Source: an optimization exercise on an open RTL-to-GDS flow (aim: small area). Production flows keep margins and buffers that such runs may drop.
Only simulation tests tie the RTL to the original design; equivalence was not proved.
The flow treats the clock pin as an ideal source. Dropping or thinning the clock tree relies on that and would not hold on a real chip.
No activity file was given, so power comes from the tool's default toggle rates.

v6:
==> flow/design.v (excerpt) <==
module dcf77_clock_top(input        clk,       
		       input        key_n,     
		       input        rx,        
		       input  [2:0] sw_disp,   
		       input        sw_fast,   
		       input        sw_sync,   
		       output [6:0] hex0,      
		       output [6:0] hex1,      
		       output [6:0] hex2,      
		       output [6:0] hex3,      
		       output       led_error, 
		       output       led_rx);   
   wire reset;
   wire clk_en_10ms;
   wire dcf77_error;
   wire dcf77_sync;
   logic clock_clk_en;
   logic clock_dcf77_sync;
   wire [58:0] dcf77_data;
   wire [3:0]  year1,year0,month0,day1,day0,hour0,minute0,second0;
   wire        month1;
   wire [1:0]  hour1;
   wire [2:0]  minute1,second1,day_of_week;
   assign led_error=dcf77_error;
   assign led_rx   =rx;
   sync_reset sync_reset(.clk(clk),.key(key_n),.reset(reset));
   clk_en clk_en(.reset(reset),.clk(clk),.clk_en(clk_en_10ms));
   dcf77 dcf77(.reset(reset),.clk(clk),.clk_en(clk_en_10ms),
	       .rx(rx),
	       .data_shift(dcf77_data),
	       .error(dcf77_error),.sync(dcf77_sync));
   clock clock(.reset(reset),.clk(clk),.clk_en(clock_clk_en),
	       .dcf77_sync(clock_dcf77_sync),.dcf77_data(dcf77_data),
	       .year1(year1),.year0(year0),.month1(month1),.month0(month0),
	       .day1(day1),.day0(day0),.hour1(hour1),.hour0(hour0),
	       .minute1(minute1),.minute0(minute0),.second1(second1),.second0(second0),
	       .day_of_week(day_of_week));
   display_decoder display_decoder(.SW(sw_disp),
				   .year1(year1),.year0(year0),.month1(month1),.month0(month0),
				   .day1(day1),.day0(day0),.hour1(hour1),.hour0(hour0),
				   .minute1(minute1),.minute0(minute0),.second1(second1),.second0(second0),
				   .day_of_week(day_of_week),
				   .HEX0(hex0),.HEX1(hex1),.HEX2(hex2),.HEX3(hex3));
   always_comb
     begin
	clock_clk_en     = clk_en_10ms | sw_fast;
	clock_dcf77_sync = dcf77_sync  & sw_sync;
     end
endmodule
Size: roughly 730 cells after synthesis, ~38 I/O pins, about 5700 µm² of cells after synthesis.
==> module dcf77, before the edit <==
module dcf77(input               reset,        
	     input               clk,          
	     input               clk_en,       
	     input               rx,           
	     output logic [58:0] data_shift,   
	     output logic        error,        
	     output logic        sync);        
   logic [0:3]  rx_s;            
   logic [0:2]  rx_d;            
   logic [7:0]  counter_start;   
   logic [4:0]  counter_pulse;   
   logic        data_valid;      
   logic        valid;
   logic        rise,fall,start,d;
   logic        par1,par2,par3;  
   always_comb
     begin
	rise =rx_d[1] && !rx_d[2];   
	fall =!rx_d[1] && rx_d[2];   
	start=rise && (counter_start>8'd151 || counter_start==8'd0);
	counter_pulse=counter_start[4:0]-5'd2;
	d    =counter_pulse>=5'd15;  
     end
   always_ff @(posedge clk)
     if(reset)
       begin
	  rx_s              <='0;
	  rx_d              <='0;
	  counter_start     <='0;
	  data_shift        <='0;
	  {par1,par2,par3}  <='0;
	  error             <='1;
	  data_valid        <='0;
       end
     else if(clk_en)
       begin
	  rx_s<={rx,rx_s[0:2]};
	  rx_d[0]<=(rx_s[1] && rx_s[2]) || (rx_s[2] && rx_s[3]) || (rx_s[1] && rx_s[3]);
	  rx_d[1:2]<=rx_d[0:1];
	  if(rise)
	    counter_start<=8'd2;
	  else
	    counter_start<=counter_start+8'd1;
	  if(fall)
	    begin
	       data_shift<={d,data_shift[58:1]};
	       par1<=par1^data_shift[29]^data_shift[21];
	       par2<=par2^data_shift[36]^data_shift[29];
	       par3<=par3^d^data_shift[36];
	    end
	  data_valid<=start && valid;
	  if(start)
	    error<=!valid;
       end
   always_comb sync=data_valid & clk_en;
   logic p1,p2,p3;                    
   logic start_of_minute,             
	 start_of_encoding_times,
	 minutes,hours,day_of_month,
	 day_of_week_ok,month_ok,year_ok;
   always_comb
     begin:validy_check
	p1=!par1;  
	p2=!par2;  
	p3=!par3;  
	start_of_minute=!data_shift[0];
	start_of_encoding_times=data_shift[20];
	minutes       =(data_shift[27:25]<6 && data_shift[24:21]<10);
	hours         =(data_shift[34:33]<3 && data_shift[32:29]<10 && !(data_shift[34:33]==2 && data_shift[32:29]>3));
	day_of_month  =(data_shift[39:36]<10 && !(data_shift[41:40]==3 && data_shift[39:36]>1));
	day_of_week_ok=(data_shift[44:42]>0);
	month_ok      =(data_shift[48:45]<10 && !(data_shift[49]==1 && data_shift[48:45]>2));
	year_ok       =(data_shift[57:54]<10 && data_shift[53:50]<10);
	valid=(p1 && p2 && p3 &&
	       start_of_minute && start_of_encoding_times &&
	       minutes && hours &&
	       day_of_month && day_of_week_ok &&
	       month_ok && year_ok);
     end:validy_check
endmodule
Settings: LEC_CHECK=0, ABC_AREA=1, CAP_MARGIN=20, CORE_MARGIN=2, CORE_UTILIZATION=60, SLEW_MARGIN=20; clock period 10.0 ns.
standard.sh (not shown) runs the stock make flow with config.mk's settings and CLKGATE_MAP_FILE= SYNTH_SCRIPT=/design/flow/synth_recipe.tcl, a recipe that flattens the netlist after the stock synthesis.
==> flow/flow/run.sh <==
#!/bin/bash
# Layout flow: the standard synthesis, then its combinational logic
# re-mapped for area by ABC (the registers, their names and cells are kept as
# the standard synthesis made them), then the standard layout steps with
# buf_1 port buffers and a clock tree made by flow/manual_cts.tcl.
# Each tool's output goes to its own log file in the work folder.
set -euo pipefail
R=orfs/results/sky130hd/dcf77_clock_top/base

bash standard.sh synth > 1_standard_synth.log 2>&1
cp "$R/1_2_yosys.v" standard_synth.v

# re-map, and use the result only if it is proven equivalent
if yosys -c flow/resyn.tcl > 2_resyn.log 2>&1 &&
   yosys -c flow/equiv.tcl > 3_equiv.log 2>&1; then
  # the re-mapped netlist replaces the synthesis result; make rebuilds from it
  cp resyn.v "$R/1_2_yosys.v"
else
  echo "re-mapping not used" > 3_equiv_failed.txt
fi

bash standard.sh finish \
  BUFFER_PORTS_ARGS="-buffer_cell sky130_fd_sc_hd__buf_1" \
  PRE_CTS_TCL="$PWD/flow/manual_cts.tcl" \
  > 4_standard_layout.log 2>&1
Other scripts of this flow, unchanged in this note and not shown: flow/flow/conb.v, flow/flow/equiv.tcl, flow/flow/manual_cts.tcl, flow/flow/resyn.abc, flow/flow/resyn.tcl
### v6 -> v7
diff --git a/flow/design.v b/flow/design.v
--- a/flow/design.v
+++ b/flow/design.v
@@ -49,11 +49,11 @@
      if(reset)
        begin
 	  rx_s              <='0;
 	  rx_d              <='0;
 	  counter_start     <='0;
-	  data_shift        <='0;
+	  data_shift[58:20] <='0;
 	  {par1,par2,par3}  <='0;
 	  error             <='1;
 	  data_valid        <='0;
        end
      else if(clk_en)
@@ -65,19 +65,25 @@
 	    counter_start<=8'd2;
 	  else
 	    counter_start<=counter_start+8'd1;
 	  if(fall)
 	    begin
-	       data_shift<={d,data_shift[58:1]};
+	       data_shift[58:20]<={d,data_shift[58:21]};
 	       par1<=par1^data_shift[29]^data_shift[21];
 	       par2<=par2^data_shift[36]^data_shift[29];
 	       par3<=par3^d^data_shift[36];
 	    end
 	  data_valid<=start && valid;
 	  if(start)
 	    error<=!valid;
        end
+   always_ff @(posedge clk)
+     if(clk_en)
+       begin
+	  if(fall)
+	    data_shift[19:0]<=data_shift[20:1];
+       end
    always_comb sync=data_valid & clk_en;
    logic p1,p2,p3;                    
    logic start_of_minute,             
 	 start_of_encoding_times,
 	 minutes,hours,day_of_month,
Notes after the runs:
- v7 completed every stage of the flow, and the final layout passed the timing, design-rule and antenna checks.
- The layout-stage area growth over the synthesis result of v7 and that of v6 are within noise of each other.
- Looking at starting density of the core, v7 sits 0.50 points higher than v6 does.
- Against v6, power in v7 came out worse.
- Measured against each other, v6 and v7 differ in internal portion of total power, the higher figure coming from v7.
- [compare] base=v6 new=v7: post-synthesis cell count now smaller; number of multi-input logic gates now smaller; latest clock arrival within the worst-skew pair comparable.
- v7 gives more fraction of final layout cells sized beyond drive strength 1 than v6 did.
- For maximum clock skew at final layout, v7 and v6 come out practically identical.
- On clock distribution power, v7 tracks v6 almost exactly.
- v7 vs v6: cell count down
- Final critical-path setup slack (v7 over v6): increase, 0.026 ns
- Final cycle utilization of the critical path, v6 and v7, lower one = v7.
- The via count reported for v7 is lower than the one for v6.
In every run of this note, the design's own scripts or RTL, not TritonCTS, make the clock network.

-- afterwards: timing with drivers on the ports --
The results above use ideal ports. As a check the final layouts listed here were re-extracted and re-timed, cells and wires unchanged.
Step 1 sets driving cells, clkbuf_16 on the clock port and buf_2 on the other inputs (assumed; they add their load-dependent delay and slew).
Step 2 times the ports against the registers' clock, not the clock port: input delays grow and output delays shrink by t, the midpoint of the rising clock arrivals with the driver on.
a / b / c = ideal / step 1 / step 2; a / b = the first two.
| run | shift t [ns] | setup WS [ns] | hold slack, ns | clock arrival spread, ns | pins driven straight from the clock port |
|---|---|---|---|---|---|
| v6 | 0.494 | 3.455 / 3.431 / 3.431 | 0.433 / 0.433 / 0.433 | 0.010 / 0.011 | 1 |
| v7 | 0.485 | 3.481 / 3.457 / 3.457 | 0.427 / 0.427 / 0.427 | 0.015 / 0.015 | 1 |
After both steps every run listed still meets setup and hold.
